From an optimization exercise on the open Yosys and OpenROAD flow, aimed at small area, a short achievable clock period and few clock cycles; shortcuts taken in it are not production practice.
At most, simulation tests tie the RTL to the original design; equivalence was not proved.
No functional check of the RTL was part of runs 2 to 4.
Power and IR drop assume default switching activity.

File: flow/config.mk
export PLATFORM = sky130hd
export DESIGN_NAME = JAM
export DESIGN_NICKNAME = JAM
export VERILOG_FILES = /design/flow/design.v
export SDC_FILE = /design/flow/constraint.sdc
export NUM_CORES = 4
export LEC_CHECK = 0
export CAP_MARGIN = 20
export CORE_MARGIN = 2
export CORE_UTILIZATION = 50
export CTS_CLUSTER_DIAMETER = 80
export CTS_CLUSTER_SIZE = 20
export SETUP_SLACK_MARGIN = 4.0
export SLEW_MARGIN = 20
File: flow/constraint.sdc
create_clock -name core_clock -period 7.0 [get_ports {CLK}]
set_input_delay 1.4000 -clock core_clock [delete_from_list [all_inputs] [get_ports {CLK}]]
set_output_delay 1.4000 -clock core_clock [all_outputs]
set_load 0.01 [all_outputs]
File: flow/design.v
module JAM (
    input CLK,
    input RST,
    output [3:0] MatchCount,
    output [9:0] MinCost,
    output       Valid,
    output [2:0] W,
    output [2:0] J,
    input  [6:0] Cost
);
localparam ST_SCAN = 2'd0;
localparam ST_Z    = 2'd1;
localparam ST_FIN  = 2'd2;
localparam ST_DONE = 2'd3;
integer k;
reg [1:0] st;
reg [6:0] cnt;
reg [2:0] rc;           
reg [2:0] jr;           
reg [2:0] wr;           
reg [2:0] r;            
reg       first;        
reg       pend;         
reg       pe;           
reg [6:0] dsum;         
reg [6:0] delta;        
reg [8:0] kofs;         
reg [9:0] xh;           
reg [6:0] cost_r;
reg [7:0] dmin;
reg [2:0] j1p, j0p, p1;    
reg [2:0] wp;           
reg [2:0] wro, wpo;     
reg       m1;
reg       aact;
reg [2:0] ar;            
reg [2:0] ac;
reg [9:0] mincost;
reg       valid;
reg [6:0] xz;           
reg [2:0] lp;           
reg [6:0] dmore;        
reg [7:0] zr;
reg [2:0] tpos;         
reg       dst;          
reg       pendc;        
reg       ph1;          
reg [2:0] lvl;
reg [3:0] ds;
reg [7:0] dused;
reg [20:0] dch;
reg [3:0] dcnt;
reg [55:0] cNV;    
reg [63:0] cM;     
reg [23:0] cW;     
reg [7:0]  cU;     
reg [7:0]  cPd;    
reg [23:0] cP;     
reg [7:0]  cMt;    
reg [55:0] rU;     
reg [7:0]  rV;     
reg [7:0]  rPd;    
assign MatchCount = dcnt;
assign MinCost    = mincost;
assign Valid      = valid;
assign W          = wr;
assign J          = jr;
wire scan = (st == ST_SCAN);
wire zp   = (st == ST_Z);
wire hold1 = scan && (cnt == 7'd1) && aact && !adone;
wire s_proc = scan && (cnt >= 7'd2 && cnt <= 7'd9);
wire fclr = first && scan && (cnt >= 7'd1 && cnt <= 7'd8);   
wire z_proc = zp && (cnt >= 7'd2 && cnt <= 7'd65);
wire force0 = ph1 && !pend;
wire [6:0] dsel = (cPd[1] && !pend) ? delta : 7'd0;
wire [6:0] nv_e = force0 ? 7'd0 : (cNV[13:7] + dsel);
wire [6:0] u_e  = force0 ? 7'd0 : (rU[13:7]  + ((rPd[1] && !pend) ? delta : 7'd0));
wire [9:0] xa = force0 ? 10'd0 : {3'b000, cNV[13:7]};
wire [9:0] xb = force0 ? 10'd0 : {3'b000, dsel};
wire [9:0] xc = {kofs[8], kofs};
wire [9:0] xh_e = (xa ^ xb ^ xc) + {((xa[8:0] & xb[8:0]) | (xa[8:0] & xc[8:0]) | (xb[8:0] & xc[8:0])), 1'b0};
wire [9:0] cand = {3'b000, cost_r} + xh;
wire usedh = cU[0];
wire isj0  = !first && (j0p == 3'd0);
wire elig  = !usedh && !isj0;
wire [7:0] mold = cM[7:0];
wire [7:0] din  = dmin;
function sgn3;
    input [6:0] a;
    input [9:0] b;
    input [7:0] x;
    reg [10:0] p, q, y, sm, cy;
    begin
        p = {4'b0000, a};
        q = {b[9], b};
        y = ~{3'b000, x};
        sm = p ^ q ^ y;
        cy = {((p[9:0] & q[9:0]) | (p[9:0] & y[9:0]) | (q[9:0] & y[9:0])), 1'b1};
        sgn3 = (sm + cy) >> 10;
    end
endfunction
wire c1 = sgn3(cost_r, xh, mold);
wire c2 = sgn3(cost_r, xh, din);
wire c3 = (mold < din);
wire better = elig && c1;
wire [7:0] mnew = better ? cand[7:0] : mold;
wire take = elig && (c2 || c3);
wire [7:0] dmin_n = take ? mnew : din;
wire [2:0] p1_n = take ? cP[2:0] : p1;
wire       m1_n = take ? cMt[0] : m1;
wire [2:0] r1 = r + 3'd1;
wire pcommit = !(s_proc && (cnt == 7'd9) && take);
wire [2:0] rn = (r == 3'd7) ? (rc + 3'd3) : r1;
wire [2:0] wnx_t = cMt[0] ? cP[2:0] : rn;
wire [2:0] wnx_f = m1 ? p1 : rn;
wire [2:0] wnx = take ? wnx_t : wnx_f;
wire [2:0] wpx_t = wnx_t - rc - 3'd1;
wire [2:0] wpx_f = wnx_f - rc - 3'd1;
wire [2:0] wpx = take ? wpx_t : wpx_f;
wire [6:0] zc = cnt - 7'd2;
wire [6:0] zn = cnt - 7'd1;
wire [7:0] zs = {1'b0, cost_r} + {1'b0, xz};
wire zbit = (zs == {1'b0, rU[6:0]});
wire [2:0] zcol = rc + zc[5:3];
reg  [7:0] mz;
reg  [6:0] nv_z;
wire [2:0] zsel = zn[5:3] + 3'd1;
always @(*) begin
    mz = cM[7:0];
    for (k = 0; k < 8; k = k + 1)
        if (zcol == k) mz[k] = zbit;
    nv_z = 7'd0;
    for (k = 0; k < 8; k = k + 1)
        if (zsel == k) nv_z = cNV[7*k +: 7];
end
wire [7:0] cM_h = z_proc ? mz : s_proc ? mnew : pM[7:0];
wire [2:0] cW_h = (s_proc && better) ? wro : cW[2:0];
wire       cU_h = z_proc ? 1'b0 : s_proc ? (usedh | isj0) : cU[0];
wire       rV_h = s_proc ? (rV[0] | (wpo == 3'd0)) : rV[0];
wire [2:0] apos = ac;
wire [2:0] rm1  = r - 3'd1;
reg  [2:0] arw;
reg  [2:0] aenc;
always @(*) begin
    arw = 3'd0;
    for (k = 0; k < 8; k = k + 1)
        if (apos == k) arw = cW[3*k +: 3];
    aenc = 3'd0;
    for (k = 0; k < 8; k = k + 1)
        if (cMt[k] && (cP[3*k +: 3] == arw)) aenc = k;
end
wire adone = (arw == ar);
wire [2:0] awp = apos - 3'd1;    
wire [2:0] usel = wp;
reg [6:0] u_w;
reg       v_w;
reg       rV_w;
always @(*) begin
    u_w = 7'd0;
    v_w = 1'b0;
    rV_w = 1'b0;
    for (k = 0; k < 8; k = k + 1)
        if (usel == k) begin
            u_w = rU[7*k +: 7];
            v_w = rPd[k];
            rV_w = rV[k];
        end
end
wire [2:0] lpd = dgo ? (lp + 3'd1) : lp;
wire [2:0] lpb = tpos;
wire [2:0] tp_l = lvl - rc - 3'd1;
wire [2:0] tp_1 = dtl - rc - 3'd1;
wire [2:0] tp_2 = dtl2 - rc - 3'd1;
reg [7:0] gd, gb;
always @(*) begin
    gd = 8'd0;
    gb = 8'd0;
    for (k = 0; k < 8; k = k + 1) begin
        if (lpd == k) gd = cM[8*k +: 8];
        if (lpb == k) gb = cM[8*k +: 8];
    end
end
wire [7:0] zrow = zr;
reg  [7:0] gtm;
always @(*) begin
    for (k = 0; k < 8; k = k + 1)
        gtm[k] = ds[3] || (k > ds[2:0]);
end
wire [7:0] dc = zrow & ~dused & gtm;
reg  [2:0] dj;
always @(*) begin
    dj = 3'd0;
    for (k = 7; k >= 0; k = k - 1)
        if (dc[k]) dj = k;
end
wire dgo = (st == ST_FIN) && dst;
wire dhave = (dc != 8'd0);
wire ddesc = dhave && (lvl != 3'd7);
wire dtwo  = dhave && !one8(dc);
reg  [6:0] dlt, dlt2;
reg  [2:0] dtl, dtl2;
reg        dany;
reg  [2:0] dback;
reg  [7:0] dkeep;
always @(*) begin
    for (k = 0; k < 7; k = k + 1)
        dlt[k] = dmore[k] && (k < lvl);
    dany = (dlt != 7'd0);
    dtl = 3'd0;
    for (k = 0; k < 7; k = k + 1)
        if (dlt[k]) dtl = k;
    dlt2 = 7'd0;
    for (k = 0; k < 7; k = k + 1)
        dlt2[k] = dmore[k] && (k < dtl);
    dtl2 = 3'd0;
    for (k = 0; k < 7; k = k + 1)
        if (dlt2[k]) dtl2 = k;
    dback = 3'd0;
    dkeep = 8'd0;
    for (k = 0; k < 7; k = k + 1) begin
        if (dtl == k) dback = dch[3*k +: 3];
        if (k < dtl) dkeep = dkeep | (8'd1 << dch[3*k +: 3]);
    end
end
reg [7:0] rf;
reg [7:0] ctk;
reg [63:0] pM;
function one8;    
    input [7:0] x;
    reg [3:0] o1, t1;
    reg [1:0] o2, t2;
    begin
        o1 = x[7:4] | x[3:0];
        t1 = x[7:4] & x[3:0];
        o2 = o1[3:2] | o1[1:0];
        t2 = (o1[3:2] & o1[1:0]) | t1[3:2] | t1[1:0];
        one8 = (o2[1] ^ o2[0]) && !(o2[1] & o2[0]) && (t2 == 2'b00)
            || ((o2[1] ^ o2[0]) && (t2 == 2'b00));
    end
endfunction
always @(*) begin
    for (k = 0; k < 8; k = k + 1)
        rf[k] = one8(cM[8*k +: 8]);
    for (k = 0; k < 8; k = k + 1)
        ctk[k] = (st == ST_FIN) && ({cM[56+k], cM[48+k], cM[40+k], cM[32+k], cM[24+k], cM[16+k], cM[8+k], cM[k]} & rf) != 8'd0;
    for (k = 0; k < 64; k = k + 1)
        pM[k] = cM[k] && (rf[k / 8] || !ctk[k % 8]);
end
wire allf = (rf == 8'hFF);
always @(posedge CLK) begin
    cost_r <= Cost;
    xh <= xh_e;
    cNV <= {cNV[6:0], cNV[55:14], nv_e};
    cM  <= {cM_h, pM[63:16], (fclr ? 8'hFF : pM[15:8])};
    cW  <= {cW_h, cW[23:3]};
    cU  <= {cU_h, cU[7:2], (cU[1] & !fclr)};
    cP  <= {cP[2:0], cP[23:3]};
    if (aact) begin
        for (k = 0; k < 8; k = k + 1)
            if (awp == k) cP[3*k +: 3] <= arw;
    end
    rU <= {rU[6:0], rU[55:14], u_e};
    rV <= {rV_h, rV[7:2], (rV[1] & !fclr)};
    if (pend) begin
        cPd <= {cU_h, cU[7:1]};
        rPd <= {rV_h, rV[7:1]};
    end else begin
        cPd <= {cPd[0], cPd[7:2], 1'b0};
        rPd <= {rPd[0], rPd[7:2], 1'b0};
    end
    if (scan && cnt == 7'd1)
        dmin <= 8'hFF;
    if (s_proc) begin
        dmin <= dmin_n;
        p1 <= p1_n;
        m1 <= m1_n;
    end
    if (s_proc && take)
        j1p <= 3'd7;
    else
        j1p <= j1p - 3'd1;
    if (pend)
        j0p <= j1p - 3'd1;
    else
        j0p <= j0p - 3'd1;
    if (pend)
        delta <= dmin[6:0] - dsum;
    if (aact) begin
        ac <= aenc - 3'd1;
    end else begin
        ac <= j1p - 3'd1;    
        ar <= r;
    end
    xz <= (zn[5:3] == 3'd0) ? nv_e : nv_z;
    wro <= wr;
    wpo <= wp - 3'd1;
    if (dgo) begin
        if (ddesc) begin
            for (k = 0; k < 7; k = k + 1)
                if (lvl == k) dch[3*k +: 3] <= dj;
        end
    end
    zr <= (!dgo || ddesc) ? gd : gb;
    tpos <= (!dgo || ddesc) ? ((dtwo && dgo) ? tp_l : tp_1) : tp_2;
end
always @(posedge CLK or posedge RST) begin
    if (RST) begin
        st <= ST_SCAN;
        cnt <= 7'd0;
        rc <= 3'd0;
        jr <= 3'd2;
        wr <= 3'd0;
        wp <= 3'd0;
        r <= 3'd0;
        first <= 1'b1;
        pend <= 1'b0;
        pe <= 1'b0;
        dsum <= 7'd0;
        kofs <= 9'd0;
        mincost <= 10'd0;
        valid <= 1'b0;
        aact <= 1'b0;
        cMt <= 8'd0;
        dmore <= 7'd0;
        lvl <= 3'd0;
        lp <= 3'd0;
        ds <= 4'hF;
        dused <= 8'd0;
        dcnt <= 4'd0;
        dst <= 1'b0;
        pendc <= 1'b0;
        ph1 <= 1'b1;
    end else begin
        rc <= rc + 3'd1;
        wp <= wp - 3'd1;
        jr <= jr + 3'd1;
        lp <= lp - 3'd1;
        pend <= 1'b0;
        cMt <= {cMt[0], cMt[7:1]};
        if (aact) begin
            for (k = 0; k < 8; k = k + 1)
                if (awp == k) cMt[k] <= 1'b1;
            if (adone)
                aact <= 1'b0;
        end
        pendc <= pend && pcommit;
        if (pend)
            ph1 <= 1'b0;
        if (pend) begin
            if (pe) begin
                if (pcommit && r != 3'd7)
                    aact <= 1'b1;
                if (r == 3'd7)
                    wr <= rc + 3'd3;
                kofs <= 9'd0;
                first <= 1'b1;
            end else begin
                kofs <= {2'b00, dmin[6:0]} - {2'b00, u_w};
                first <= 1'b0;
            end
        end
        if (pendc) begin
            if (pe) begin
                if (r == 3'd7) begin
                    st <= ST_Z;
                    wr <= rc + 3'd3;
                end
                r <= r1;
                mincost <= mincost + dmin[6:0];
                dsum <= 7'd0;
            end else begin
                dsum <= dmin[6:0];
            end
        end
        case (st)
            ST_SCAN: begin
                if (cnt == 7'd8 || (cnt == 7'd9 && take)) begin
                    pend <= 1'b1;
                    pe <= !m1_n;
                    cnt <= (cnt == 7'd8) ? 7'd9 : 7'd0;
                    wr <= wnx;
                    wp <= wpx;
                end else if (cnt == 7'd9) begin
                    cnt <= 7'd1;
                end else if (!hold1) begin
                    cnt <= cnt + 7'd1;
                end
            end
            ST_Z: begin
                wr <= rc + 3'd3;
                if (cnt[2:0] == 3'd7)
                    jr <= jr + 3'd2;
                if (cnt == 7'd65)
                    st <= ST_FIN;
                cnt <= cnt + 7'd1;
            end
            default: ;
        endcase
        if (st == ST_FIN)
            dst <= 1'b1;
        if (st == ST_FIN && allf) begin
            dcnt <= 4'd1;
            valid <= 1'b1;
            st <= ST_DONE;
        end else if (dgo) begin
            if (ddesc) begin
                dused <= dused | (8'd1 << dj);
                lvl <= lvl + 3'd1;
                lp <= lp;
                ds <= 4'hF;
                for (k = 0; k < 7; k = k + 1)
                    if (lvl == k) dmore[k] <= dtwo;
            end else begin
                if (lvl == 3'd7 && dhave)
                    dcnt <= dcnt + 4'd1;
                if (!dany) begin
                    valid <= 1'b1;
                    st <= ST_DONE;
                end
                dused <= dkeep;
                lvl <= dtl;
                lp <= dtl - rc - 3'd1;
                ds <= {1'b0, dback};
            end
        end
    end
end
endmodule
File: flow/run.sh
#!/bin/bash
# synth_recipe.tcl (not shown) runs the flow's synth.tcl, then flattens the netlist and writes it again
# the make line also repeats each setting of config.mk as NAME=value (left out here)
make -C /OpenROAD-flow-scripts/flow DESIGN_CONFIG=/design/flow/config.mk WORK_HOME=/design/flow/orfs CLKGATE_MAP_FILE= SYNTH_SCRIPT=/design/flow/synth_recipe.tcl finish
==> reports/qor.json, run 1 <==
{
  "power_density_mw_per_mm2": 470.6,
  "drtPass1Iterations": 6,
  "synth-seq-cells": 443,
  "final_nets": 2623,
  "postRouteAntennaNets": 0,
  "clk_pin_slew_worst_paths_ps": 90,
  "chipWidth_um": 216.2,
  "outcome": "complete, no violations",
  "synthArstFlopShare_pct": 21.22,
  "num_vias": 18260,
  "gp_congestion": 0.9660,
  "tns_setup_ps": 0,
  "finalCoreUtilization_pct": 57.81,
  "netlist_area_mm2": 0.02252,
  "netlist-cell-type-count": 82,
  "critPathBufInv": 2,
  "yosys.area_share.simple_pct": 14.64,
  "cpPeakStageDelay_ps": 510,
  "initial_core_util_pct": 50.82,
  "port_buffers": 29,
  "sw_frac_of_total_pct": 42.53,
  "ys_seq_area_share_pct": 43.41,
  "max-cap-violations": 0,
  "synth_top_family_by_area": "compound AO/OA/AOI/OAI gates",
  "area_delta_synth_final_pct": 13.75,
  "setup.worst_path.class": "flip-flop to flip-flop",
  "mostFrequentLayoutCells": "sky130_fd_sc_hd__dfxtp_1 (292), sky130_fd_sc_hd__nand2_1 (231), sky130_fd_sc_hd__a21oi_1 (172)",
  "drv_slew": 0,
  "cts.sinks": 443,
  "root_buffer": "sky130_fd_sc_hd__clkbuf_16",
  "groute.usage.overall_pct": 26.94,
  "globalRouteOverflowTotal": 0,
  "detail_route.drc_violations": 0,
  "hpwl_after_detailed_placement_um": 44580,
  "finalCriticalPeriod_ps": 3159,
  "setup.worst_path.start_class": "flip-flop",
  "clkPwrFrac_pct": 15.5,
  "seqPwrFrac_pct": 39.7,
  "p_comb_share_pct": 44.8,
  "crit_path_cell_trace": "inv_1, fa_1, inv_1, ha_1, nor3_1, nor2_1, a2111o_1, a21o_1, a221o_1, a32o_1, a21oi_1",
  "crit_slowest_cell": "sky130_fd_sc_hd__fa_1",
  "rsz0062_at_grt": "yes",
  "synth_xor_xnor_area_share_pct": 4.511,
  "timing.critical_path.required_ps": 7540,
  "cts_htree_levels": 1,
  "finalHoldWorstSlack_ps": 341.9,
  "worstMarginPinSlew_ps": 960.1,
  "worst_slew_margin_rel_pct": 35.99,
  "io-pin-count": 30,
  "synthesized_area_fraction_occupied_by_ao_oa_aoi_and_oai_cells_pct": 18.67,
  "synth_adder_area_share_pct": 9.377,
  "setup_skew_ps": 26.41,
  "cts.path.max_buffers": 3,
  "hold_path.class": "flip-flop to flip-flop",
  "vdd.ir_drop.worst_v": 0.0003069,
  "worstSkewPairLatency_ps": 620,
  "path_delay_family": "compound AO/OA/AOI/OAI gates",
  "cp_data_arrival_time_ps": 3700,
  "p_switching_w": 0.005128,
  "number_of_antenna_violations_at_the_first_check_in_global_routing": 0,
  "wire_length_of_the_first_global_routing_pass_um": 100100,
  "final_cells": 3078,
  "timing.final.ws_setup_ps": 3841,
  "synth_top_area_cell": "sky130_fd_sc_hd__dfxtp_1",
  "final_common_cell": "sky130_fd_sc_hd__dfxtp_1",
  "num_rows": 77,
  "first_global_vias": 17710,
  "timing.critical_path.to_type": "flip-flop",
  "final_layout_size_suffix_gt1_share_pct": 14.28,
  "maximum_net_fanout_on_the_critical_path": 3,
  "power.static_leakage_nw": 10.94,
  "clock.fmax_mhz": 316.6,
  "cts_tree": "yes",
  "fin_crit_sh_pct": 45.13,
  "post-synth-top-area-fraction_pct": 27.20,
  "worst_path_most_repeated_cell": "sky130_fd_sc_hd__inv_1",
  "cts_buffers": 30,
  "synthFlopType": "sky130_fd_sc_hd__dfxtp_1",
  "grt_max_degree": 51,
  "synthCells": 2386,
  "design.core.area_mm2": 0.04432,
  "vias_per_cell": 5.932,
  "final_hold_viol_count": 0,
  "setup_viol": 0,
  "synth_area_leaders": "sky130_fd_sc_hd__dfxtp_1 (27%), sky130_fd_sc_hd__dfrtp_1 (9.7%), sky130_fd_sc_hd__ha_1 (6.2%)",
  "synth_mux_area_share_pct": 5.066,
  "synth.yosys.warnings": 1,
  "antenna-diode-count": 0,
  "iteration_0_drc_count_of_the_detailed_router": 1597,
  "die_height_um": 216.2,
  "wl_um": 63720,
  "p_int_w": 0.006929,
  "synth_edf_count": 43,
  "numPlacedInstances": 2927,
  "post_synth.cell_area_avg_um2": 9.440,
  "dieArea_mm2": 0.04676,
  "placement.setup.worst_slack_ps": 3146,
  "avg_wl_per_cell_um": 20.70,
  "postSynthNetCount": 2542
}
[area by class of cell]
| cell class | instances | area (µm²) |
|---|---|---|
| multi-input cells | 1689 | 12220 |
| flip-flops and latches | 443 | 9818 |
| clock inverters | 11 | 152.6 |
| fillers | 3935 | 18700 |
| repair buffers | 153 | 1289 |
| well taps | 592 | 740.7 |
| clock buffers | 40 | 830.8 |
| inverters | 150 | 575.6 |
[stage by stage]
step	instance area [µm²]	total power [W]
2_1_floorplan	22590	0.007829
3_3_place_gp	23350	0.009296
3_5_place_dp	23360	0.009393
4_1_cts	24950	0.01165
5_1_grt	25620	0.01287
6_report	25620	0.01206
[per-layer routing]
metal	wire length [µm]	share of wire (%)	GRT usage, %
met1	29390	46	38.69
met2	28640	45	42.77
met3	4048	6.4	3.495
met4	1643	2.6	7.466
met5	0	0	0
[cells in the mapped netlist, types with 31 or more instances]
cell	number
sky130_fd_sc_hd__nand2b_1	33
sky130_fd_sc_hd__nand3_1	44
sky130_fd_sc_hd__xor2_1	46
sky130_fd_sc_hd__clkbuf_1	88
sky130_fd_sc_hd__mux2i_1	51
sky130_fd_sc_hd__inv_1	149
sky130_fd_sc_hd__xnor2_1	70
sky130_fd_sc_hd__and2_1	35
sky130_fd_sc_hd__nor2_1	155
sky130_fd_sc_hd__dfxtp_1	306
sky130_fd_sc_hd__a21boi_0	49
sky130_fd_sc_hd__o22ai_1	31
sky130_fd_sc_hd__ha_1	112
sky130_fd_sc_hd__a21o_1	34
sky130_fd_sc_hd__nor3_1	45
sky130_fd_sc_hd__mux2_2	33
sky130_fd_sc_hd__nor2b_1	35
sky130_fd_sc_hd__a22oi_1	64
sky130_fd_sc_hd__fa_1	35
sky130_fd_sc_hd__nand2_1	236
sky130_fd_sc_hd__edfxtp_1	43
sky130_fd_sc_hd__a21oi_1	183
sky130_fd_sc_hd__o21ai_0	122
sky130_fd_sc_hd__dfrtp_1	87
[kinds of logic (layout without fill, tap and decap cells)]
kind of cell	Yosys count	after routing
compound gates	654	654
flops	443	443
mux	97	97
fa+ha+maj	148	148
simple gates	674	674
xor+xnor	116	116
buf+inv	254	354
[registers in the layout, summed over array words and instances, names as in the netlist, 10 cells and up]
| name | flops |
|---|---|
| cP | 24 |
| mincost | 10 |
| rU | 56 |
| cW | 24 |
| cNV | 56 |
| xh | 10 |
| dch | 21 |
| cM | 64 |
[worst paths after layout]
| path | startpoint | end | slack [ps] | cells past startpoint |
|---|---|---|---|---|
| setup / recovery | cost_r[4] | wr[0] | 3840 | 11 |
| hold / removal | cU[4] | cU[3] | 340 | 0 |
| setup reg to reg | cost_r[4] | wr[0] | 3840 | 11 |
| hold reg to reg | cU[4] | cU[3] | 340 | 0 |
| max in group asynchronous | RST | lvl[1] | 4440 | 4 |
| min in group asynchronous | RST | dcnt[3] | 1370 | 3 |
[power groups by stage]
stage | Sequential, W | Combinational, W | Clock [W]
floorplan | 0.00411 | 0.00372 | 0
global placement | 0.00477 | 0.00453 | 0
detailed placement | 0.00479 | 0.00461 | 0
CTS | 0.00472 | 0.00502 | 0.00190
global route | 0.00487 | 0.00601 | 0.00199
finish | 0.00479 | 0.00540 | 0.00187
[repair_timing]
item	CTS	global route
resized for setup	69	88
setup buffers	47	53
cloned	0	0
endpoints found under the setup margin	113	89
hold buffers	0	0
pin swaps	9	32
Testbench counts, summed over its fixed seeds: cycles 4,380.
==> run 2, diff against run 1 <==
--- a/flow/design.v
+++ b/flow/design.v
@@ -48,7 +48,6 @@
 reg [2:0] lvl;
 reg [3:0] ds;
 reg [7:0] dused;
-reg [20:0] dch;
 reg [3:0] dcnt;
 reg [55:0] cNV;    
 reg [63:0] cM;     
@@ -194,6 +193,14 @@
         if (dc[k]) dj = k;
 end
 wire dgo = (st == ST_FIN) && dst;
+wire [20:0] dch = {dsum[5:0], delta, dmin};
+reg  [20:0] dch_n;
+always @(*) begin
+    dch_n = dch;
+    for (k = 0; k < 7; k = k + 1)
+        if (lvl == k) dch_n[3*k +: 3] = dj;
+end
+wire dchwe = dgo && ddesc;
 wire dhave = (dc != 8'd0);
 wire ddesc = dhave && (lvl != 3'd7);
 wire dtwo  = dhave && !one8(dc);
@@ -294,11 +301,9 @@
     xz <= (zn[5:3] == 3'd0) ? nv_e : nv_z;
     wro <= wr;
     wpo <= wp - 3'd1;
-    if (dgo) begin
-        if (ddesc) begin
-            for (k = 0; k < 7; k = k + 1)
-                if (lvl == k) dch[3*k +: 3] <= dj;
-        end
+    if (dchwe) begin
+        dmin <= dch_n[7:0];
+        delta <= dch_n[14:8];
     end
     zr <= (!dgo || ddesc) ? gd : gb;
     tpos <= (!dgo || ddesc) ? ((dtwo && dgo) ? tp_l : tp_1) : tp_2;
@@ -398,6 +403,8 @@
         endcase
         if (st == ST_FIN)
             dst <= 1'b1;
+        if (dchwe)
+            dsum[5:0] <= dch_n[20:15];
         if (st == ST_FIN && allf) begin
             dcnt <= 4'd1;
             valid <= 1'b1;
--- a/flow/config.mk
+++ b/flow/config.mk
@@ -7,7 +7,7 @@
 export LEC_CHECK = 0
 export CAP_MARGIN = 20
 export CORE_MARGIN = 2
-export CORE_UTILIZATION = 50
+export CORE_UTILIZATION = 40
 export CTS_CLUSTER_DIAMETER = 80
 export CTS_CLUSTER_SIZE = 20
 export SETUP_SLACK_MARGIN = 4.0
==> reports/qor.json, run 2 <==
{
  "worst_path_most_repeated_cell": "sky130_fd_sc_hd__a21o_1",
  "die_height_um": 238.7,
  "setup_viol": 0,
  "drv_slew": 0,
  "outcome": "complete, no violations",
  "maximum_net_fanout_on_the_critical_path": 5,
  "cts_buffers": 29,
  "timing.critical_path.required_ps": 7540,
  "final_hold_viol_count": 0,
  "postRouteAntennaNets": 0,
  "synth-seq-cells": 422,
  "first_global_vias": 17740,
  "num-fill-cells": 5134,
  "setup_skew_ps": 32.32,
  "final_layout_size_suffix_gt1_share_pct": 16.46,
  "rsz0062_at_grt": "yes",
  "tns_setup_ps": 0,
  "largest_registers": "cM x64, cNV x56, rU x56",
  "postSynthNetCount": 2460,
  "hold_path_depth": 0,
  "initial_core_util_pct": 40.21,
  "num_vias": 17890,
  "setup.worst_path.start_class": "flip-flop",
  "placed_cell_area_mm2": 0.02300,
  "most_frequent_cell_after_synthesis": "sky130_fd_sc_hd__dfxtp_1",
  "drtPass1Iterations": 8,
  "power_density_mw_per_mm2": 503.4,
  "power.static_leakage_nw": 10.68,
  "critPathBufInv": 3,
  "post-route-cell-area_mm2": 0.02552,
  "finalCriticalPeriod_ps": 3082,
  "timing.critical_path.to_type": "flip-flop",
  "chipWidth_um": 238.7,
  "wire_length_of_the_first_global_routing_pass_um": 101900,
  "cts_tree": "yes",
  "post-synth-top-area-fraction_pct": 27.81,
  "worst_slew_margin_rel_pct": 33.13,
  "dieArea_mm2": 0.05696,
  "iteration_0_drc_count_of_the_detailed_router": 1575,
  "groute.usage.overall_pct": 22.70,
  "num_rows": 86,
  "ys_seq_area_share_pct": 41.53,
  "clock.fmax_mhz": 324.5,
  "post_synth.cell_area_avg_um2": 9.555,
  "netlist-cell-type-count": 88,
  "synthFlopType": "sky130_fd_sc_hd__dfxtp_1",
  "crit_path_cell_trace": "buf_4, inv_1, ha_1, a21o_1, a21o_1, a21oi_1, o21bai_1, a21o_1, a211oi_4, buf_6, mux2i_1",
  "number_of_cells_on_the_critical_path": 11,
  "synth_edf_count": 22,
  "root_buffer": "sky130_fd_sc_hd__clkbuf_16",
  "number_of_antenna_violations_at_the_first_check_in_global_routing": 0,
  "area_delta_synth_final_pct": 15.88,
  "finalHoldWorstSlack_ps": 331.7,
  "cts_htree_levels": 1,
  "worstSkewPairLatency_ps": 620,
  "largest_reg_flops": 64,
  "vdd.ir_drop.worst_v": 0.0003065,
  "final_common_cell": "sky130_fd_sc_hd__dfxtp_1",
  "gp_congestion": 0.9274,
  "cpPeakStageDelay_ps": 510,
  "ff_latch_area_mm2": 0.009190,
  "design.core.area_mm2": 0.05477,
  "totalPowerFinal_w": 0.01285,
  "max-cap-violations": 0,
  "regMostFlops": "cM",
  "synthArstFlopShare_pct": 22.27,
  "cts.path.max_buffers": 3,
  "setup.worst_path.class": "flip-flop to flip-flop",
  "netlist_area_mm2": 0.02202,
  "avg_wl_per_cell_um": 20.99,
  "worstMarginPinSlew_ps": 998.7,
  "io-pin-count": 30,
  "hpwl_after_detailed_placement_um": 45710,
  "path_delay_family": "compound AO/OA/AOI/OAI gates",
  "holdBufCountCts": 0,
  "synth_area_leaders": "sky130_fd_sc_hd__dfxtp_1 (28%), sky130_fd_sc_hd__dfrtp_1 (9.9%), sky130_fd_sc_hd__ha_1 (6.3%)",
  "wl_um": 65430,
  "mostFrequentLayoutCells": "sky130_fd_sc_hd__dfxtp_1 (294), sky130_fd_sc_hd__nand2_1 (193), sky130_fd_sc_hd__nor2_1 (157)",
  "combined_area_of_the_multi_input_logic_cells_mm2": 0.01260,
  "detail_route.drc_violations": 0,
  "globalRouteOverflowTotal": 0,
  "crit_slowest_cell": "sky130_fd_sc_hd__edfxtp_1",
  "fin_crit_sh_pct": 44.03,
  "cp_data_arrival_time_ps": 3620,
  "synthCells": 2305,
  "final_nets": 2548,
  "timing.reg2reg.worst_path_depth": 11,
  "netlist_top_cells_count": "sky130_fd_sc_hd__dfxtp_1 (306), sky130_fd_sc_hd__nand2_1 (199), sky130_fd_sc_hd__nor2_1 (162)",
  "cts.sinks": 422,
  "hold_path.class": "flip-flop to flip-flop",
  "vias_per_cell": 5.740,
  "synth_top_area_cell": "sky130_fd_sc_hd__dfxtp_1",
  "clk_pin_slew_worst_paths_ps": 90,
  "grt_max_degree": 55,
  "synth.yosys.warnings": 1,
  "port_buffers": 29
}
-- run 2: worst paths after layout --
path / slack, ps / end / from
max in group asynchronous: 4770 / cnt[5] / RST
worst min register to register: 330 / rU[43] / rU[50]
min in group asynchronous: 1100 / dmore[3] / RST
worst min-delay path: 330 / rU[43] / rU[50]
worst max register to register: 3920 / wr[0] / dmin[1]
worst max-delay path: 3920 / wr[0] / dmin[1]
-- run 2: per-layer routing --
| layer | track usage (%) | share of wire (%) |
|---|---|---|
| met1 | 31.01 | 45 |
| met2 | 37.92 | 47 |
| met3 | 2.898 | 5.7 |
| met4 | 5.966 | 2.7 |
| met5 | 0 | 0 |
-- run 2: kinds of logic after synthesis --
family / Yosys count / synth area share (%)
XOR/XNOR: 113 / 4.579
multiplexers: 118 / 7.164
AO/OA/AOI/OAI: 625 / 18.74
AND/OR/NAND/NOR: 643 / 14.22
adder cells (fa/ha/maj): 148 / 9.578
flip-flops: 422 / 41.53
buffers and inverters: 236 / 4.181
-- run 2: cell type report --
type / count / area share [%]
diodes: 1 / 0.009804
clock inverters: 9 / 0.4559
flip-flops and latches: 422 / 36.01
multi-input cells: 1648 / 49.37
well taps: 704 / 3.451
clock buffers: 41 / 3.103
repair buffers: 162 / 5.652
inverters: 130 / 1.951
-- run 2: through the flow --
step	instances	utilization (%)	worst slack [ps]
global placement	2959	41.97	3295
finish	3117	46.60	3918
detailed placement	2959	41.99	3214
CTS	3075	45.34	3884
floorplan	2305	-	3968
global route	3116	46.60	3761
-- run 2: power by group --
part	total, W	leakage [nW]	internal, W	switching, W
sequential	0.00466	3.89	0.00344	0.00121
clock	0.00175	0.442	0.000845	0.000908
combinational	0.00644	6.35	0.00305	0.00339
-- run 2: timing repair --
| action | 4_1_cts | 5_1_grt |
|---|---|---|
| pin swaps | 26 | 36 |
| setup buffers | 65 | 39 |
| gates cloned | 1 | 1 |
| endpoints found under the setup margin | 132 | 103 |
| resized for setup | 112 | 96 |
==> run 3, diff against run 2 <==
--- a/flow/config.mk
+++ b/flow/config.mk
@@ -8,7 +8,7 @@
 export CAP_MARGIN = 20
 export CORE_MARGIN = 2
 export CORE_UTILIZATION = 40
-export CTS_CLUSTER_DIAMETER = 80
-export CTS_CLUSTER_SIZE = 20
+export CTS_CLUSTER_DIAMETER = 90
+export CTS_CLUSTER_SIZE = 25
 export SETUP_SLACK_MARGIN = 4.0
 export SLEW_MARGIN = 20
==> reports/qor.json, run 3 <==
{
  "synth.yosys.warnings": 1,
  "synth_area_leaders": "sky130_fd_sc_hd__dfxtp_1 (28%), sky130_fd_sc_hd__dfrtp_1 (9.9%), sky130_fd_sc_hd__ha_1 (6.3%)",
  "cts_tree": "yes",
  "wire_length_of_the_first_global_routing_pass_um": 101800,
  "vias_per_cell": 5.754,
  "final_nets": 2550,
  "post_synth.cell_area_avg_um2": 9.555,
  "area_delta_synth_final_pct": 15.84,
  "setup.worst_path.class": "flip-flop to flip-flop",
  "fin_crit_sh_pct": 44.31,
  "cts_htree_levels": 1,
  "holdBufCountCts": 0,
  "finalCriticalPeriod_ps": 3102,
  "dieArea_mm2": 0.05696,
  "iteration_0_drc_count_of_the_detailed_router": 1601,
  "final_layout_size_suffix_gt1_share_pct": 16.86,
  "cp_data_arrival_time_ps": 3440,
  "max-cap-violations": 0,
  "avg_wl_per_cell_um": 21.07,
  "synthArstFlopShare_pct": 22.27,
  "most_frequent_cell_after_synthesis": "sky130_fd_sc_hd__dfxtp_1",
  "first_global_vias": 17690,
  "cpPeakStageDelay_ps": 540,
  "ys_seq_area_share_pct": 41.53,
  "hold_path.class": "flip-flop to flip-flop",
  "timing.final.ws_setup_ps": 3898,
  "num_rows": 86,
  "power.static_leakage_nw": 10.71,
  "clock.fmax_mhz": 322.4,
  "regMostFlops": "cM",
  "rsz0062_at_grt": "yes",
  "initial_core_util_pct": 40.21,
  "placed_cell_area_mm2": 0.02300,
  "synth_edf_count": 22,
  "grt_max_degree": 55,
  "post-synth-top-area-fraction_pct": 27.81,
  "postSynthNetCount": 2460,
  "synth_mux_area_share_pct": 7.164,
  "root_buffer": "sky130_fd_sc_hd__clkbuf_16",
  "drv_slew": 0,
  "drtPass1Iterations": 6,
  "synth_top_area_cell": "sky130_fd_sc_hd__dfxtp_1",
  "netlist_top_cells_count": "sky130_fd_sc_hd__dfxtp_1 (306), sky130_fd_sc_hd__nand2_1 (199), sky130_fd_sc_hd__nor2_1 (162)",
  "worst_slew_margin_rel_pct": 37.83,
  "hpwl_after_detailed_placement_um": 45710,
  "synth_xor_xnor_area_share_pct": 4.579,
  "worstSkewPairLatency_ps": 600,
  "mostFrequentLayoutCells": "sky130_fd_sc_hd__dfxtp_1 (294), sky130_fd_sc_hd__nand2_1 (192), sky130_fd_sc_hd__nor2_1 (158)",
  "synth_top_family_by_area": "compound AO/OA/AOI/OAI gates",
  "design.core.area_mm2": 0.05477,
  "setup_viol": 0,
  "detail_route.drc_violations": 0,
  "tns_setup_ps": 0,
  "outcome": "complete, no violations",
  "setup_skew_ps": 44.24,
  "number_of_antenna_violations_at_the_first_check_in_global_routing": 0,
  "num_vias": 17940,
  "placement.setup.worst_slack_ps": 3214,
  "clk_pin_slew_worst_paths_ps": 100,
  "reg2reg_setup_slack_ps": 3900,
  "globalRouteOverflowTotal": 0,
  "postRouteAntennaNets": 0,
  "cts.path.max_buffers": 3,
  "port_buffers": 29,
  "timing.critical_path.required_ps": 7340,
  "gp_congestion": 0.9274,
  "maximum_net_fanout_on_the_critical_path": 8,
  "die_height_um": 238.7,
  "largest_registers": "cM x64, cNV x56, rU x56",
  "synth_adder_area_share_pct": 9.578,
  "cts_buffers": 26,
  "final_common_cell": "sky130_fd_sc_hd__dfxtp_1",
  "io-pin-count": 30,
  "antenna-diode-count": 0,
  "setup.worst_path.start_class": "flip-flop",
  "cts.sinks": 422,
  "post-route-cell-area_mm2": 0.02551,
  "largest_reg_flops": 64,
  "synthFlopType": "sky130_fd_sc_hd__dfxtp_1",
  "yosys.area_share.simple_pct": 14.22,
  "timing.critical_path.to_type": "flip-flop",
  "synthCells": 2305,
  "crit_path_cell_trace": "inv_2, fa_1, inv_1, ha_1, nor2b_4, o21a_1, o21a_1, o211ai_1, a21oi_2, nor2_4, buf_12, buf_4, mux2i_2, a21oi_1",
  "groute.usage.overall_pct": 22.70,
  "worstMarginPinSlew_ps": 928.5,
  "power_density_mw_per_mm2": 499.7,
  "netlist-cell-type-count": 88,
  "final_hold_viol_count": 0,
  "synthesized_area_fraction_occupied_by_ao_oa_aoi_and_oai_cells_pct": 18.74,
  "worst_path_most_repeated_cell": "sky130_fd_sc_hd__o21a_1",
  "vdd.ir_drop.worst_v": 0.0003010,
  "chipWidth_um": 238.7,
  "synth-seq-cells": 422,
  "netlist_area_mm2": 0.02202,
  "crit_slowest_cell": "sky130_fd_sc_hd__fa_1",
  "wl_um": 65700
}
-- run 3: worst paths after layout --
path / depth (start not counted) / start / to
max in group asynchronous: 3 / RST / pend
worst max register to register: 14 / xh[1] / dmin[0]
worst max-delay path: 14 / xh[1] / dmin[0]
min in group asynchronous: 2 / RST / dmore[3]
worst min register to register: 0 / rU[50] / rU[43]
worst min-delay path: 0 / rU[50] / rU[43]
-- run 3: where the power goes --
group | total, W | internal [W] | switching, W
clock | 0.00172 | 0.000824 | 0.000897
combinational | 0.00638 | 0.00301 | 0.00337
sequential | 0.00465 | 0.00344 | 0.00121
total | 0.0127 | 0.00728 | 0.00547
-- run 3: logic make-up (layout without fill, tap and decap cells) --
logic type / after synthesis / after routing
and+or+nand+nor: 643 / 643
AOI/OAI and AO/OA: 625 / 626
DFF: 422 / 422
buffers and inverters: 236 / 344
adders and majority gates: 148 / 148
muxes: 118 / 118
xor gates and xnor gates: 113 / 113
-- run 3: per-layer routing --
| metal | wire (µm) | GRT usage (%) |
|---|---|---|
| met1 | 29080 | 31.19 |
| met2 | 30820 | 37.93 |
| met3 | 3875 | 2.529 |
| met4 | 1918 | 6.098 |
| met5 | 0 | 0 |
-- run 3: final cells by class --
cell class / count / area, µm²
Inverter: 130 / 499.2
Tap cell: 704 / 880.8
Clock buffer: 36 / 760.7
Multi-Input combinational cell: 1648 / 12570
Sequential cell: 422 / 9188
Clock inverter: 11 / 128.9
Timing Repair Buffer: 167 / 1481
Fill cell: 5150 / 29260
-- run 3: through the flow --
stage | hold slack (ps) | power (W) | util, % | instances
global placement | 328.1 | 0.009698 | 41.97 | 2959
detailed placement | 332.5 | 0.009850 | 41.99 | 2959
global route | 323.3 | 0.01361 | 46.58 | 3118
finish | 315.0 | 0.01275 | 46.58 | 3118
CTS | 306.1 | 0.01226 | 45.20 | 3067
floorplan | 322.6 | 0.008154 | - | 2305
-- run 3: timing repair --
| item | in CTS | in global routing |
|---|---|---|
| setup endpoints to repair | 127 | 97 |
| gates resized for setup | 109 | 95 |
| buffers inserted | 60 | 49 |
| cloned | 1 | 1 |
| pin swaps | 25 | 46 |
-- run 3: worst max-delay path: cells and delay by family (launching register included) --
family                     cells  cell delay, ps
AOI/OAI and AO/OA              5             800
muxes                          1             250
DFF                            1             340
and+or+nand+nor                2             270
adders and majority gates      2             810
buffers and inverters          4             400
==> run 4, diff against run 3 <==
--- a/flow/design.v
+++ b/flow/design.v
@@ -48,6 +48,7 @@
 reg [2:0] lvl;
 reg [3:0] ds;
 reg [7:0] dused;
+reg [20:0] dch;
 reg [3:0] dcnt;
 reg [55:0] cNV;    
 reg [63:0] cM;     
@@ -109,6 +110,12 @@
 wire       m1_n = take ? cMt[0] : m1;
 wire [2:0] r1 = r + 3'd1;
 wire pcommit = !(s_proc && (cnt == 7'd9) && take);
+wire c8 = scan && (cnt == 7'd8);
+wire tkc = take && scan && (cnt == 7'd8 || cnt == 7'd9);
+wire zw = (pend && pe && r == 3'd7) || (pendc && pe && r == 3'd7) || zp;
+wire [2:0] wr_b = c8 ? wnx_f : zw ? (rc + 3'd3) : wr;
+wire [2:0] wp_b = c8 ? wpx_f : (wp - 3'd1);
+wire       pe_b = c8 ? !m1 : pe;
 wire [2:0] rn = (r == 3'd7) ? (rc + 3'd3) : r1;
 wire [2:0] wnx_t = cMt[0] ? cP[2:0] : rn;
 wire [2:0] wnx_f = m1 ? p1 : rn;
@@ -193,14 +200,6 @@
         if (dc[k]) dj = k;
 end
 wire dgo = (st == ST_FIN) && dst;
-wire [20:0] dch = {dsum[5:0], delta, dmin};
-reg  [20:0] dch_n;
-always @(*) begin
-    dch_n = dch;
-    for (k = 0; k < 7; k = k + 1)
-        if (lvl == k) dch_n[3*k +: 3] = dj;
-end
-wire dchwe = dgo && ddesc;
 wire dhave = (dc != 8'd0);
 wire ddesc = dhave && (lvl != 3'd7);
 wire dtwo  = dhave && !one8(dc);
@@ -301,9 +300,11 @@
     xz <= (zn[5:3] == 3'd0) ? nv_e : nv_z;
     wro <= wr;
     wpo <= wp - 3'd1;
-    if (dchwe) begin
-        dmin <= dch_n[7:0];
-        delta <= dch_n[14:8];
+    if (dgo) begin
+        if (ddesc) begin
+            for (k = 0; k < 7; k = k + 1)
+                if (lvl == k) dch[3*k +: 3] <= dj;
+        end
     end
     zr <= (!dgo || ddesc) ? gd : gb;
     tpos <= (!dgo || ddesc) ? ((dtwo && dgo) ? tp_l : tp_1) : tp_2;
@@ -379,14 +380,12 @@
         end
         case (st)
             ST_SCAN: begin
-                if (cnt == 7'd8 || (cnt == 7'd9 && take)) begin
+                if (cnt == 7'd8) begin
                     pend <= 1'b1;
-                    pe <= !m1_n;
-                    cnt <= (cnt == 7'd8) ? 7'd9 : 7'd0;
-                    wr <= wnx;
-                    wp <= wpx;
+                    cnt <= 7'd9;
                 end else if (cnt == 7'd9) begin
-                    cnt <= 7'd1;
+                    pend <= take;
+                    cnt <= take ? 7'd0 : 7'd1;
                 end else if (!hold1) begin
                     cnt <= cnt + 7'd1;
                 end
@@ -401,10 +400,11 @@
             end
             default: ;
         endcase
+        wr <= tkc ? wnx_t : wr_b;
+        wp <= tkc ? wpx_t : wp_b;
+        pe <= tkc ? !cMt[0] : pe_b;
         if (st == ST_FIN)
             dst <= 1'b1;
-        if (dchwe)
-            dsum[5:0] <= dch_n[20:15];
         if (st == ST_FIN && allf) begin
             dcnt <= 4'd1;
             valid <= 1'b1;
--- a/flow/config.mk
+++ b/flow/config.mk
@@ -8,7 +8,7 @@
 export CAP_MARGIN = 20
 export CORE_MARGIN = 2
 export CORE_UTILIZATION = 40
-export CTS_CLUSTER_DIAMETER = 90
-export CTS_CLUSTER_SIZE = 25
+export CTS_CLUSTER_DIAMETER = 80
+export CTS_CLUSTER_SIZE = 20
 export SETUP_SLACK_MARGIN = 4.0
 export SLEW_MARGIN = 20
==> reports/qor.json, run 4 <==
{
  "tns_setup_ps": 0,
  "initial_core_util_pct": 40.31,
  "timing.critical_path.required_ps": 7510,
  "drtPass1Iterations": 7,
  "gp_congestion": 0.9461,
  "finalCriticalPeriod_ps": 3192,
  "avg_wl_per_cell_um": 19.51,
  "power.static_leakage_nw": 10.79,
  "num_rows": 87,
  "synth-seq-cells": 443,
  "outcome": "complete, no violations",
  "timing.final.ws_setup_ps": 3808,
  "totalPowerFinal_w": 0.01130,
  "final_common_cell": "sky130_fd_sc_hd__dfxtp_1",
  "drv_slew": 0,
  "netlist_area_mm2": 0.02264,
  "cts.path.max_buffers": 3,
  "most_frequent_cell_after_synthesis": "sky130_fd_sc_hd__dfxtp_1",
  "synthArstFlopShare_pct": 21.22,
  "holdBufCountCts": 0,
  "largest_registers": "cM x64, cNV x56, rU x56",
  "globalRouteOverflowTotal": 0,
  "io-pin-count": 30,
  "combined_area_of_the_multi_input_logic_cells_mm2": 0.01241,
  "chipWidth_um": 241.9,
  "synthFlopType": "sky130_fd_sc_hd__dfxtp_1",
  "numPlacedInstances": 3003,
  "design.core.area_mm2": 0.05617,
  "port_buffers": 29,
  "num_vias": 17620,
  "regMostFlops": "cM",
  "rsz0062_at_grt": "yes",
  "groute.usage.overall_pct": 20.67,
  "ys_seq_area_share_pct": 43.18,
  "num-fill-cells": 5286,
  "clk_pin_slew_worst_paths_ps": 80,
  "placement.setup.worst_slack_ps": 3056,
  "netlist_top_cells_count": "sky130_fd_sc_hd__dfxtp_1 (306), sky130_fd_sc_hd__nand2_1 (201), sky130_fd_sc_hd__inv_1 (145)",
  "number_of_antenna_violations_at_the_first_check_in_global_routing": 0,
  "vdd.ir_drop.worst_v": 0.0003149,
  "ff_latch_area_mm2": 0.009813,
  "first_global_vias": 17400,
  "synth_top_area_cell": "sky130_fd_sc_hd__dfxtp_1",
  "area_delta_synth_final_pct": 14.54,
  "mostFrequentLayoutCells": "sky130_fd_sc_hd__dfxtp_1 (293), sky130_fd_sc_hd__nand2_1 (197), sky130_fd_sc_hd__nor2_1 (141)",
  "synth.yosys.warnings": 1,
  "reg2reg_setup_slack_ps": 3810,
  "worstSkewPairLatency_ps": 620,
  "post-synth-top-area-fraction_pct": 27.05,
  "synthCells": 2301,
  "vias_per_cell": 5.581,
  "postSynthNetCount": 2457,
  "grt_max_degree": 58,
  "fin_crit_sh_pct": 45.59,
  "synth_edf_count": 43,
  "wire_length_of_the_first_global_routing_pass_um": 98420,
  "cp_data_arrival_time_ps": 3700,
  "final_nets": 2535,
  "die_height_um": 241.9,
  "worstMarginPinSlew_ps": 860.2,
  "hold_path.class": "flip-flop to flip-flop",
  "postRouteAntennaNets": 0,
  "cts_htree_levels": 1,
  "max-cap-violations": 0,
  "netlist-cell-type-count": 93,
  "clock.fmax_mhz": 313.3,
  "synth_area_leaders": "sky130_fd_sc_hd__dfxtp_1 (27%), sky130_fd_sc_hd__dfrtp_1 (9.6%), sky130_fd_sc_hd__ha_1 (6.2%)",
  "detail_route.drc_violations": 0,
  "finalHoldWorstSlack_ps": 345.0,
  "cts_buffers": 30,
  "dieArea_mm2": 0.05853,
  "wl_um": 61590,
  "setup_viol": 0,
  "cts.sinks": 443,
  "worst_slew_margin_rel_pct": 42.44,
  "setup.worst_path.class": "flip-flop to flip-flop",
  "setup.worst_path.start_class": "flip-flop",
  "timing.critical_path.to_type": "flip-flop",
  "final_hold_viol_count": 0,
  "final_layout_size_suffix_gt1_share_pct": 16.08,
  "root_buffer": "sky130_fd_sc_hd__clkbuf_16",
  "post_synth.cell_area_avg_um2": 9.840,
  "power_density_mw_per_mm2": 435.8,
  "largest_reg_flops": 64,
  "cts_tree": "yes",
  "hpwl_after_detailed_placement_um": 43240,
  "final_cells": 3157,
  "iteration_0_drc_count_of_the_detailed_router": 1593,
  "antenna-diode-count": 0,
  "setup_skew_ps": 35.29,
  "maximum_net_fanout_on_the_critical_path": 6
}
-- run 4: cell families after synthesis --
| kind of cell | share of synthesized area, % |
|---|---|
| adder cells (fa/ha/maj) | 9.327 |
| buffers and inverters | 4.354 |
| AO/OA/AOI/OAI | 17.76 |
| multiplexers | 6.438 |
| XOR/XNOR | 4.758 |
| flip-flops | 43.18 |
| AND/OR/NAND/NOR | 14.18 |
-- run 4: cell type report --
cell class / count / area share, %
inverter: 148 / 2.205
multi-input combinational: 1611 / 47.83
timing repair buffer: 145 / 4.815
tap: 756 / 3.647
clock inverter: 14 / 0.5017
clock buffer: 40 / 3.160
sequential: 443 / 37.84
-- run 4: path summary, 6_finish.rpt --
| check | startpoint | endpoint | cells after the start |
|---|---|---|---|
| max in group asynchronous | RST | wp[0] | 3 |
| min in group asynchronous | RST | cMt[2] | 3 |
| worst max-delay path | dmin[1] | wr[2] | 14 |
| worst min-delay path | cNV[46] | cNV[39] | 0 |
| worst max register to register | dmin[1] | wr[2] | 14 |
| worst min register to register | cNV[46] | cNV[39] | 0 |
-- run 4: power by group --
group          switching, W  internal, W  leakage, nW
logic               0.00265      0.00237         6.25
registers           0.00104      0.00345         4.09
clock network      0.000950     0.000849        0.454
total               0.00464      0.00667         10.8
-- run 4: per-stage QoR --
| step | util, % | cell area (µm²) |
|---|---|---|
| 5_1_grt | 46.17 | 25930 |
| 6_report | 46.17 | 25930 |
| 3_5_place_dp | 42.01 | 23600 |
| 4_1_cts | 44.91 | 25230 |
| 3_3_place_gp | 42.01 | 23600 |
| 2_1_floorplan | - | 22700 |
-- run 4: repair_timing --
action | CTS | global route
gates cloned | 0 | 0
setup endpoints to repair | 111 | 90
gates resized for setup | 82 | 79
pin swaps | 20 | 27
setup buffers | 53 | 47
-- run 4: metal layers --
| metal | vias to the layer above | global-route usage, % | wire (µm) |
|---|---|---|---|
| li1 | 8357 | - | - |
| met1 | 8534 | 29.06 | 28030 |
| met2 | 583 | 33.33 | 28280 |
| met3 | 145 | 2.404 | 3229 |
| met4 | 0 | 6.427 | 2049 |
| met5 | - | 0 | 0 |
-- run 4: worst max-delay path, cell delays in order (launching register included) --
cell and delay [ps]:
sky130_fd_sc_hd__edfxtp_1 450, sky130_fd_sc_hd__buf_4 170, sky130_fd_sc_hd__buf_4 160, sky130_fd_sc_hd__inv_1 270, sky130_fd_sc_hd__ha_1 300, sky130_fd_sc_hd__a21o_1 150, sky130_fd_sc_hd__a21o_1 180, sky130_fd_sc_hd__a41oi_1 240
sky130_fd_sc_hd__o21ai_1 210, sky130_fd_sc_hd__nand2_1 150, sky130_fd_sc_hd__and3_4 230, sky130_fd_sc_hd__buf_6 100, sky130_fd_sc_hd__buf_6 110, sky130_fd_sc_hd__mux2i_1 90, sky130_fd_sc_hd__mux2_4 280
==> run 5, diff against run 4 <==
--- a/flow/design.v
+++ b/flow/design.v
@@ -54,12 +54,11 @@
 reg [63:0] cM;     
 reg [23:0] cW;     
 reg [7:0]  cU;     
-reg [7:0]  cPd;    
 reg [23:0] cP;     
 reg [7:0]  cMt;    
 reg [55:0] rU;     
 reg [7:0]  rV;     
-reg [7:0]  rPd;    
+reg [3:0]  win;    
 assign MatchCount = dcnt;
 assign MinCost    = mincost;
 assign Valid      = valid;
@@ -72,9 +71,10 @@
 wire fclr = first && scan && (cnt >= 7'd1 && cnt <= 7'd8);   
 wire z_proc = zp && (cnt >= 7'd2 && cnt <= 7'd65);
 wire force0 = ph1 && !pend;
-wire [6:0] dsel = (cPd[1] && !pend) ? delta : 7'd0;
+wire dwin = (win != 4'd0) && !pend;
+wire [6:0] dsel = (dwin && cU[1]) ? delta : 7'd0;
 wire [6:0] nv_e = force0 ? 7'd0 : (cNV[13:7] + dsel);
-wire [6:0] u_e  = force0 ? 7'd0 : (rU[13:7]  + ((rPd[1] && !pend) ? delta : 7'd0));
+wire [6:0] u_e  = force0 ? 7'd0 : (rU[13:7]  + ((dwin && rV[1]) ? delta : 7'd0));
 wire [9:0] xa = force0 ? 10'd0 : {3'b000, cNV[13:7]};
 wire [9:0] xb = force0 ? 10'd0 : {3'b000, dsel};
 wire [9:0] xc = {kofs[8], kofs};
@@ -110,12 +110,6 @@
 wire       m1_n = take ? cMt[0] : m1;
 wire [2:0] r1 = r + 3'd1;
 wire pcommit = !(s_proc && (cnt == 7'd9) && take);
-wire c8 = scan && (cnt == 7'd8);
-wire tkc = take && scan && (cnt == 7'd8 || cnt == 7'd9);
-wire zw = (pend && pe && r == 3'd7) || (pendc && pe && r == 3'd7) || zp;
-wire [2:0] wr_b = c8 ? wnx_f : zw ? (rc + 3'd3) : wr;
-wire [2:0] wp_b = c8 ? wpx_f : (wp - 3'd1);
-wire       pe_b = c8 ? !m1 : pe;
 wire [2:0] rn = (r == 3'd7) ? (rc + 3'd3) : r1;
 wire [2:0] wnx_t = cMt[0] ? cP[2:0] : rn;
 wire [2:0] wnx_f = m1 ? p1 : rn;
@@ -168,7 +162,6 @@
     for (k = 0; k < 8; k = k + 1)
         if (usel == k) begin
             u_w = rU[7*k +: 7];
-            v_w = rPd[k];
             rV_w = rV[k];
         end
 end
@@ -267,13 +260,6 @@
     end
     rU <= {rU[6:0], rU[55:14], u_e};
     rV <= {rV_h, rV[7:2], (rV[1] & !fclr)};
-    if (pend) begin
-        cPd <= {cU_h, cU[7:1]};
-        rPd <= {rV_h, rV[7:1]};
-    end else begin
-        cPd <= {cPd[0], cPd[7:2], 1'b0};
-        rPd <= {rPd[0], rPd[7:2], 1'b0};
-    end
     if (scan && cnt == 7'd1)
         dmin <= 8'hFF;
     if (s_proc) begin
@@ -320,6 +306,7 @@
         r <= 3'd0;
         first <= 1'b1;
         pend <= 1'b0;
+        win <= 4'd0;
         pe <= 1'b0;
         dsum <= 7'd0;
         kofs <= 9'd0;
@@ -343,6 +330,7 @@
         lp <= lp - 3'd1;
         pend <= 1'b0;
         cMt <= {cMt[0], cMt[7:1]};
+        win <= pend ? 4'd8 : (dwin ? win - 4'd1 : 4'd0);
         if (aact) begin
             for (k = 0; k < 8; k = k + 1)
                 if (awp == k) cMt[k] <= 1'b1;
@@ -380,12 +368,14 @@
         end
         case (st)
             ST_SCAN: begin
-                if (cnt == 7'd8) begin
+                if (cnt == 7'd8 || (cnt == 7'd9 && take)) begin
                     pend <= 1'b1;
-                    cnt <= 7'd9;
+                    pe <= !m1_n;
+                    cnt <= (cnt == 7'd8) ? 7'd9 : 7'd0;
+                    wr <= wnx;
+                    wp <= wpx;
                 end else if (cnt == 7'd9) begin
-                    pend <= take;
-                    cnt <= take ? 7'd0 : 7'd1;
+                    cnt <= 7'd1;
                 end else if (!hold1) begin
                     cnt <= cnt + 7'd1;
                 end
@@ -400,9 +390,6 @@
             end
             default: ;
         endcase
-        wr <= tkc ? wnx_t : wr_b;
-        wp <= tkc ? wpx_t : wp_b;
-        pe <= tkc ? !cMt[0] : pe_b;
         if (st == ST_FIN)
             dst <= 1'b1;
         if (st == ST_FIN && allf) begin
==> reports/qor.json, run 5 <==
{
  "outcome": "complete, no violations",
  "final_hold_viol_count": 0,
  "cts.path.max_buffers": 3,
  "die_height_um": 238.9,
  "worstMarginPinSlew_ps": 1074,
  "cts.sinks": 431,
  "vdd.ir_drop.worst_v": 0.0002842,
  "area_delta_synth_final_pct": 15.13,
  "rsz0062_at_grt": "yes",
  "finalCoreUtilization_pct": 46.39,
  "most_frequent_cell_after_synthesis": "sky130_fd_sc_hd__dfxtp_1",
  "finalCriticalPeriod_ps": 3091,
  "grt_max_degree": 62,
  "avg_wl_per_cell_um": 20.30,
  "setup_skew_ps": 78.26,
  "hpwl_after_detailed_placement_um": 42750,
  "num-fill-cells": 5085,
  "mostFrequentLayoutCells": "sky130_fd_sc_hd__dfxtp_1 (277), sky130_fd_sc_hd__nand2_1 (181), sky130_fd_sc_hd__inv_1 (146)",
  "synth.yosys.warnings": 1,
  "post_synth.cell_area_avg_um2": 10.07,
  "largest_registers": "cM x64, cNV x56, rU x56",
  "final_nets": 2430,
  "crit_path_cell_trace": "inv_2, ha_4, a21oi_4, buf_4, and3_4, nand2_2, fa_1, buf_4, fa_2, inv_2, a21oi_2, o21bai_1, a21oi_1, o21bai_1, a21oi_2, xnor2_1",
  "setup_viol": 0,
  "detail_route.drc_violations": 0,
  "timing.final.ws_setup_ps": 3909,
  "power_density_mw_per_mm2": 493.7,
  "initial_core_util_pct": 40.29,
  "netlist_area_mm2": 0.02207,
  "cts_tree": "yes",
  "fin_crit_sh_pct": 44.15,
  "placement.setup.worst_slack_ps": 3135,
  "postRouteAntennaNets": 0,
  "synthArstFlopShare_pct": 22.74,
  "setup.worst_path.start_class": "flip-flop",
  "timing.critical_path.to_type": "flip-flop",
  "globalRouteOverflowTotal": 0,
  "wire_length_of_the_first_global_routing_pass_um": 94990,
  "ys_seq_area_share_pct": 43.31,
  "final_common_cell": "sky130_fd_sc_hd__dfxtp_1",
  "netlist-cell-type-count": 89,
  "regMostFlops": "cM",
  "postSynthNetCount": 2349,
  "root_buffer": "sky130_fd_sc_hd__clkbuf_16",
  "grt_busiest_layer": "met2",
  "drtPass1Iterations": 6,
  "crit_slowest_cell": "sky130_fd_sc_hd__fa_1",
  "num_rows": 86,
  "tns_setup_ps": 0,
  "worst_slew_margin_rel_pct": 28.35,
  "largest_reg_flops": 64,
  "cts_htree_levels": 1,
  "power.static_leakage_nw": 10.73,
  "clk_pin_slew_worst_paths_ps": 90,
  "max-cap-violations": 0,
  "number_of_antenna_violations_at_the_first_check_in_global_routing": 1,
  "met3_usage_pct": 2.067,
  "groute.usage.overall_pct": 20.98,
  "setup.worst_path.class": "flip-flop to flip-flop",
  "timing.reg2reg.worst_path_depth": 16,
  "drv_slew": 0,
  "worstSkewPairLatency_ps": 650,
  "port_buffers": 29,
  "final_layout_size_suffix_gt1_share_pct": 16.62,
  "wl_um": 60840,
  "post-synth-top-area-fraction_pct": 26.31,
  "hold_path_depth": 0,
  "synth_area_leaders": "sky130_fd_sc_hd__dfxtp_1 (26%), sky130_fd_sc_hd__dfrtp_1 (10%), sky130_fd_sc_hd__ha_1 (6.5%)",
  "synthFlopType": "sky130_fd_sc_hd__dfxtp_1",
  "vias_per_cell": 5.718,
  "use_met1_pct": 29.92,
  "hold_path.class": "flip-flop to flip-flop",
  "antenna-diode-count": 0,
  "cp_data_arrival_time_ps": 3620,
  "gp_congestion": 0.9487,
  "dieArea_mm2": 0.05707,
  "synthCells": 2191,
  "global_route_track_usage_on_met2_pct": 33.60,
  "synth-seq-cells": 431,
  "synth_edf_count": 43,
  "clock.fmax_mhz": 323.6,
  "io-pin-count": 30,
  "chipWidth_um": 238.9,
  "timing.critical_path.required_ps": 7530,
  "design.core.area_mm2": 0.05477,
  "iteration_0_drc_count_of_the_detailed_router": 1514,
  "netlist_top_cells_count": "sky130_fd_sc_hd__dfxtp_1 (290), sky130_fd_sc_hd__nand2_1 (184), sky130_fd_sc_hd__inv_1 (156)",
  "cts_buffers": 28,
  "synth_top_area_cell": "sky130_fd_sc_hd__dfxtp_1",
  "cpPeakStageDelay_ps": 460,
  "first_global_vias": 16650,
  "maximum_net_fanout_on_the_critical_path": 3,
  "num_vias": 17140
}
-- run 5: cell count changes after synthesis, moves of 16 or more --
cell / before / now
sky130_fd_sc_hd__a21oi_1: 117 / 91
sky130_fd_sc_hd__dfxtp_1: 306 / 290
sky130_fd_sc_hd__mux2_2: 50 / 34
sky130_fd_sc_hd__nand2_1: 201 / 184
sky130_fd_sc_hd__nor2_1: 144 / 100
sky130_fd_sc_hd__o21ai_0: 113 / 96
sky130_fd_sc_hd__o21ai_1: 21 / 3
-- run 5: worst paths after layout --
kind / startpoint / end / slack (ps)
min in group asynchronous: RST / cMt[6] / 1270
worst min register to register: cU[6] / cU[5] / 290
max in group asynchronous: RST / pend / 4340
worst max-delay path: win[0] / xh[9] / 3910
worst min-delay path: cU[6] / cU[5] / 290
worst max register to register: win[0] / xh[9] / 3910
-- run 5: layout make-up --
class / count / area, µm² / share of cell area [%]
inverter: 157 / 596.8 / 2.349
clock buffer: 41 / 782.0 / 3.078
tap: 704 / 880.8 / 3.467
timing repair buffer: 138 / 1216 / 4.787
clock inverter: 10 / 116.4 / 0.4580
multi-input combinational: 1516 / 12210 / 48.06
sequential: 431 / 9604 / 37.80
-- run 5: cells by family (layout without fill, tap and decap cells) --
| family | Yosys count | in the layout | synth area share [%] |
|---|---|---|---|
| compound gates | 571 | 571 | 18.10 |
| simple gates | 568 | 569 | 12.94 |
| flops | 431 | 431 | 43.31 |
| buf+inv | 245 | 346 | 4.411 |
| fa+ha+maj | 150 | 150 | 9.684 |
| mux | 116 | 116 | 7.155 |
| xor+xnor | 110 | 110 | 4.400 |
-- run 5: power breakdown --
part | switching [W] | internal [W] | leakage [nW]
Sequential | 0.00115 | 0.00352 | 4.01
Combinational | 0.00321 | 0.00295 | 6.29
Clock | 0.000918 | 0.000800 | 0.437
-- run 5: stage by stage --
stage	cell area [µm²]	std cells	power, W	hold WS [ps]
global route	25410	2997	0.01346	307.4
global placement	23080	2857	0.009670	312.0
CTS	24530	2941	0.01190	292.7
detailed placement	23080	2857	0.009800	312.1
floorplan	22120	2191	0.008220	309.6
finish	25410	2997	0.01254	286.2
-- run 5: critical path, delay by kind of cell, from the launching register on --
kind / cells / cell delay (ps)
adder cells (fa/ha/maj): 3 / 980
AO/OA/AOI/OAI: 6 / 830
buffers and inverters: 4 / 430
flip-flops: 1 / 360
AND/OR/NAND/NOR: 2 / 250
XOR/XNOR: 1 / 120
-- run 5: timing repair --
| item | in CTS | in global routing |
|---|---|---|
| cloned | 0 | 1 |
| hold buffers | 0 | 0 |
| endpoints found under the setup margin | 117 | 112 |
| buffers inserted | 33 | 55 |
| endpoints found under the hold margin | 0 | 0 |
| pin swaps | 20 | 54 |
| resized for setup | 87 | 107 |
-- run 5: routing by layer --
metal  up-vias  part of all wire, %  wire length [µm]
li1       8077                    -                 -
met1      8388                   46             28110
met5         -                    0                 0
met2       551                   45             27670
met3       120                  5.2              3167
met4         0                  3.1              1887
Testbench counts of run 5, summed over its fixed seeds: cycles 4,380.

re-timing with driven ports:
How much do the figures lean on ideal ports? The routed layouts below were timed once more, with nothing changed but the port constraints. Step 1 (the two cells are an assumption about what drives the block):
set clk [get_ports {CLK}]
set_driving_cell -lib_cell sky130_fd_sc_hd__clkbuf_16 $clk
set_driving_cell -lib_cell sky130_fd_sc_hd__buf_2 [delete_from_list [all_inputs] $clk]
Step 2 times the ports against the registers' clock, not the clock port: input delays grow and output delays shrink by t, the midpoint of the rising clock arrivals with the driver on. a / b / c = no drivers / after step 1 / after step 2; a / b = the first two.
| run | t, ns | setup WS [ns] | worst register clock-pin slew, ns |
|---|---|---|---|
| run 1 | 0.669 | 3.841 / 3.841 / 3.796 | 0.09 / 0.09 |
| run 2 | 0.658 | 3.918 / 3.918 / 3.918 | 0.09 / 0.09 |
| run 3 | 0.644 | 3.898 / 3.898 / 3.898 | 0.10 / 0.10 |
| run 4 | 0.659 | 3.808 / 3.808 / 3.808 | 0.09 / 0.09 |
| run 5 | 0.668 | 3.909 / 3.909 / 3.708 | 0.09 / 0.09 |
After both steps setup and hold are still met in every run listed. For run 5, which loses most, drivers alone change the setup slack by 0.000 ns; drivers and shift together by -0.201 ns. Setup slack includes reset recovery checks.
